What follows belongs to an exercise in optimizing a design on an open flow for small area and a short achievable clock period; a production flow would make more cautious choices. Function was checked by simulation only, so behaviour that the tests miss may differ from the original. Power and IR drop assume default switching activity.

Setup of the baseline:
## mips_cpu
module mips_cpu (
    input  wire        clk,
    input  wire        rst,
    output wire [31:0] imem_addr,    
    input  wire [31:0] imem_rdata,   
    output wire [31:0] dmem_addr,    
    output wire [31:0] dmem_wdata,   
    output wire        dmem_we,      
    output wire        dmem_re,      
    input  wire [31:0] dmem_rdata    
);
==> module alu, before the edit <==
module alu(
	input wire [31:0] an,        
	input wire [31:0] bn,        
	input wire [15:0] imm,
	input wire [31:0] addr,      
	input wire [4:0] shamt,
	input wire [3:0] lut,        
	input wire sel_add, sel_addr, sel_slt, sel_sltu, sel_srl,
	input wire use_imm,
	input wire sub,
	output wire [31:0] y,
	output wire d_neg,           
	output wire eq               
);
wire [15:0] immn = ~imm;
wire [31:0] simmn = {{16{immn[15]}}, immn};
wire [31:0] bb;              
wire [31:0] lg;              
genvar i;
generate
	for (i = 0; i < 32; i = i + 1) begin : bt
		c_mux2i bsel (.a0(bn[i]), .a1(simmn[i]), .s(use_imm), .y(bb[i]));
		c_mux4 lop (.d0(lut[2]), .d1(lut[3]), .d2(lut[0]), .d3(lut[1]),
		            .s0(bb[i]), .s1(an[i]), .y(lg[i]));
	end
endgenerate
wire [31:0] s;
wire co;
alu_add add_inst (.an(an), .b(bb ^ {32{sub}}), .cin(sub), .s(s), .co(co));
wire a31 = ~an[31];
wire ltu = ~co;
wire lt = (a31 ^ bb[31]) ? a31 : s[31];
wire [31:0] sh;
shifter shft_inst(.an(bn), .shamt(shamt), .y(sh));
assign d_neg = s[31];
assign eq = (an == bn);
assign y = ({32{sel_add}}  & s) |
           ({32{sel_addr}} & addr) |
           lg |
           ({32{sel_srl}}  & sh) |
           {31'd0, (sel_slt & lt) | (sel_sltu & ltu)};
endmodule
==> flow/config.mk <==
export PLATFORM = sky130hd
export DESIGN_NAME = mips_cpu
export DESIGN_NICKNAME = mips_cpu
export VERILOG_FILES = /design/flow/design.v
export SDC_FILE = /design/flow/constraint.sdc
export NUM_CORES = 4
export LEC_CHECK = 0
export CAP_MARGIN = 20
export CORE_MARGIN = 2
export CORE_UTILIZATION = 55
export SETUP_SLACK_MARGIN = 5
export SLEW_MARGIN = 20
export SYNTH_HIERARCHICAL = 1
==> flow/constraint.sdc <==
create_clock -name core_clock -period 15.0 [get_ports {clk}]
set_input_delay 3.0000 -clock core_clock [delete_from_list [all_inputs] [get_ports {clk}]]
set_output_delay 3.0000 -clock core_clock [all_outputs]
set_load 0.01 [all_outputs]
standard.sh (not shown) runs the stock make flow with config.mk's settings and CLKGATE_MAP_FILE= SYNTH_SCRIPT=/design/flow/synth_recipe.tcl, a recipe that flattens the netlist after the stock synthesis.
==> flow/flow/run.sh <==
#!/bin/bash
# Own layout flow: the standard flow (standard.sh, standard synthesis
# unchanged) with changes only to how the layout is made:
#  - the port buffers are sky130_fd_sc_hd__buf_2 instead of the delay cell
#    that buffer_ports picks by default;
#  - clock tree synthesis without dummy loads, with larger sink clusters.
# The clock period, constraints, tap cells and power grid are the standard ones.
# make's full output goes to make_finish.log; ORFS keeps each step's log in orfs/logs.
set -euo pipefail
export BUFFER_PORTS_ARGS="-buffer_cell sky130_fd_sc_hd__buf_2"
export CTS_ARGS="-sink_clustering_enable -repair_clock_nets -dont_use_dummy_load -sink_clustering_size 25 -sink_clustering_max_diameter 90"
bash standard.sh finish > make_finish.log 2>&1
--- input diff the baseline..the candidate ---
--- a/flow/design.v
+++ b/flow/design.v
@@ -416,7 +416,7 @@
 wire [31:0] sh;
 shifter shft_inst(.an(bn), .shamt(shamt), .y(sh));
 assign d_neg = s[31];
-assign eq = (an == bn);
+assign eq = (s == 32'd0);
 assign y = ({32{sel_add}}  & s) |
            ({32{sel_addr}} & addr) |
            lg |
--- outcome ---
Going from the baseline to the candidate, the number of vias after detailed routing was found to have gone down by about 1.3%. Compared with the baseline, the candidate shows data arrival time of the worst path higher by 0.18 ns. The sequential share of layout area number comes out lower for the candidate vs the baseline. Taking the baseline as the reference point, the initial core utilization of the candidate rises by 0.39 points. The lower maximum frequency came out of the candidate. Comparing the baseline and the candidate, the lower routed wire length per instance was measured on the candidate. The candidate — area overhead of the layout relative to synthesis 1.5 points higher, the baseline as reference. Summary of the candidate over the baseline: mux contribution to synthesized area level; via count of the first global-routing pass moved down. Summary of the candidate over the baseline: share of power burned in the clock network closely matched the old numbers; power went up 0.48%; routed wire length fell 2.4%.

==> static timing again, ports no longer ideal <==
How much do the figures lean on ideal ports? The routed layouts below were timed once more, with nothing changed but the port constraints. Step 1, drivers: a clkbuf_16 drives clk and a buf_2 each remaining input, both assumed. Step 2 moves the port delays by t, midway between the first and last clock arrival at a register: inputs arrive t later, outputs are due t later. That takes back most of the time a late clock gives input paths. a / b / c = no drivers / after step 1 / after step 2; a / b = the first two.
run | shift t [ns] | setup WS [ns] | worst hold slack (ns) | worst setup path after step 2
the baseline | 0.726 | 4.917 / 4.888 / 4.517 | 0.498 / 0.498 / 0.498 | input to register
the candidate | 0.746 | 4.735 / 4.684 / 4.256 | 0.508 / 0.508 / 0.508 | input to register
After both steps setup and hold are still met in every run listed. For the candidate, which loses most, drivers alone change the setup slack by -0.051 ns; drivers and shift together by -0.479 ns.
